This design comes from an exercise in tuning for small area on the open sky130 flow, not from production work.
Where RTL was checked, it was by simulation tests only, not by an equivalence proof against the original.
No activity file was given, so power comes from the tool's default toggle rates.

Setup of run a:
// top_module_d11
module top_module_d11(
    i_clk,
    i_reset,
    i_start,
    i_load,
    i_enc_dec,
    i_pt1,
    i_pt2,
    i_key1,
    i_key2,
    i_r,
    o_ct1,
    o_ct2,
    o_done
);
Size in the first run: about 710 I/O pins, about 17000 sq um of cells after synthesis.
clock: 6.0 ns
lec_check: 0
abc_area: 1
cap_margin: 20
core_margin: 2
core_utilization: 40
cts_buf_list: sky130_fd_sc_hd__clkbuf_8
cts_cluster_diameter: 60
cts_cluster_size: 20
setup_slack_margin: 0.1
slew_margin: 20
standard.sh (not shown) runs the stock make flow with config.mk's settings and CLKGATE_MAP_FILE= SYNTH_SCRIPT=/design/flow/synth_recipe.tcl, a recipe that flattens the netlist after the stock synthesis.
==> flow/flow/run.sh <==
#!/bin/bash
set -euo pipefail
export BUFFER_PORTS_ARGS="-buffer_cell sky130_fd_sc_hd__buf_1"
bash standard.sh > standard.log 2>&1
For run b, these inputs were changed with respect to run a:
-- flow/config.mk --
<<< run a, line 10
export CORE_MARGIN = 2
export CORE_UTILIZATION = 40
export CTS_BUF_LIST = sky130_fd_sc_hd__clkbuf_8
export CTS_CLUSTER_DIAMETER = 60
export CTS_CLUSTER_SIZE = 20
export SETUP_SLACK_MARGIN = 0.1
export SLEW_MARGIN = 20
>>> run b, line 10
export CORE_MARGIN = 2
export CORE_UTILIZATION = 40
export CTS_BUF_LIST = sky130_fd_sc_hd__clkbuf_4 sky130_fd_sc_hd__clkbuf_8
export CTS_CLUSTER_DIAMETER = 40
export CTS_CLUSTER_SIZE = 12
export SETUP_SLACK_MARGIN = 0.1
export SLEW_MARGIN = 20
==> results.txt <==
Per the comparison of run b with run a, total length of routed wires went up by about 1%; routing usage on met2 went up; first-pass GRT wire length now sits higher; proportion of layout cells with a drive suffix above 1 went up 2.0 points. Run a and run b ended up with roughly the same hold slack. Peak clock frequency supported by timing across run a and run b: no real change. In the tables for run a and run b, final total power reads lower with run a.
Function was not checked in any run of this note: the RTL went through the layout flow alone.

---

## try-pepper
top_module_d11, a different RTL version from the one above (not shown whole).
Size: roughly 450 flip-flops, ~710 I/O pins.
==> flow/config.mk <==
export PLATFORM = sky130hd
export DESIGN_NAME = top_module_d11
export DESIGN_NICKNAME = top_module_d11
export VERILOG_FILES = /design/flow/design.v
export SDC_FILE = /design/flow/constraint.sdc
export NUM_CORES = 4
export LEC_CHECK = 0
export ABC_AREA = 1
export CAP_MARGIN = 0
export CORE_MARGIN = 2
export CORE_UTILIZATION = 40
export CTS_BUF_LIST = sky130_fd_sc_hd__clkbuf_4
export CTS_CLUSTER_DIAMETER = 45
export CTS_CLUSTER_SIZE = 10
export SETUP_SLACK_MARGIN = 0.1
export SLEW_MARGIN = 0
==> flow/constraint.sdc <==
create_clock -name core_clock -period 6.0 [get_ports {i_clk}]
set_input_delay 1.2000 -clock core_clock [delete_from_list [all_inputs] [get_ports {i_clk}]]
set_output_delay 1.2000 -clock core_clock [all_outputs]
set_load 0.01 [all_outputs]
Scripts as last shown in full above: flow/flow/run.sh
The following lists how try-xenon was set up differently from try-pepper:
- changing CAP_MARGIN from 0 to 20
- changing SLEW_MARGIN from 0 to 20
- changing CTS_CLUSTER_DIAMETER from 45 to 30
- changing CTS_CLUSTER_SIZE from 10 to 12
## What came out
- Across try-pepper and try-xenon, the outcome is the same: a clean finish for every run.
- [compare] base=try-pepper new=try-xenon: utilization climbed 2.3 points, total CTS buffers has increased, wire length of the first global-routing pass grew by 0.80%.
- From try-pepper to try-xenon the numbers moved as follows: net count of the finished layout now sits higher; relative contribution of the clock network to total power +9.6 points; register-to-register slack dropped 0.04 ns.
Inputs modified between try-xenon and try-lagoon:
- changing CTS_CLUSTER_DIAMETER from 30 to 45
- changing SLEW_MARGIN from 20 to 10
- changing CTS_CLUSTER_SIZE from 12 to 11
- changing CAP_MARGIN from 20 to 10
## What came out
- | total global routing track utilization | try-lagoon vs try-xenon | 0.24 points lower |
- try-xenon → try-lagoon: transition time at the pin with the least slew margin rose by 0.11 ns; global-route wire length before repair saw a decrease; setup slack climbed 0.094 ns.
### try-lagoon -> try-onyx
- SLEW_MARGIN: 10 -> 20
- CTS_CLUSTER_SIZE: 11 -> 10
- CAP_MARGIN: 10 -> 20
==> results.txt <==
- Summary of try-onyx over try-lagoon: share of the cycle needed by the critical path after routing shows an increase of 0.66 points; via count shows no meaningful change; highest attainable clock frequency shows a reduction of about 1%.
- try-onyx and try-lagoon ended up with nearly the same net count after synthesis.
- Post-layout worst setup margin down 0.040 ns in try-onyx wrt try-lagoon
- Every run (try-onyx and try-lagoon) finished clean.
- Per the comparison of try-onyx with try-lagoon, met3 usage increased 0.31 points, first-pass GRT wire length barely changed.
- Delta(portion of the layout cell area used by clock cells, try-onyx - try-lagoon) < 0

==> what the ideal ports hide <==
In the flow no input, the clock included, has a driving cell. The finished layouts below were timed again as built, in two steps. Step 1 (the two cells are an assumption about what drives the block):
set clk [get_ports {i_clk}]
set_driving_cell -lib_cell sky130_fd_sc_hd__clkbuf_16 $clk
set_driving_cell -lib_cell sky130_fd_sc_hd__buf_2 [delete_from_list [all_inputs] $clk]
Step 2, shift: input delay + t, output delay - t, t = (earliest + latest rising clock arrival at the registers) / 2. This alone moves slack from input paths to output paths. a / b / c = no drivers / after step 1 / after step 2; a / b = the first two.
| run | shift t [ns] | slack for setup (ns) | worst register clock-pin slew, ns | cell pins on the clock port's net |
|---|---|---|---|---|
| run a | 0.694 | 2.090 / 2.090 / 2.090 | 0.12 / 0.12 | 1 |
| run b | 0.698 | 2.099 / 2.099 / 2.099 | 0.08 / 0.08 | 1 |
| try-pepper | 0.891 | 2.084 / 2.084 / 1.919 | 0.11 / 0.11 | 1 |
| try-xenon | 0.846 | 2.044 / 2.044 / 1.960 | 0.11 / 0.11 | 1 |
| try-lagoon | 0.880 | 2.138 / 2.138 / 1.918 | 0.12 / 0.12 | 1 |
| try-onyx | 0.894 | 2.098 / 2.098 / 1.965 | 0.11 / 0.11 | 1 |
After both steps setup and hold are still met in every run listed. For try-lagoon, which loses most, drivers alone change the setup slack by 0.000 ns; drivers and shift together by -0.220 ns.
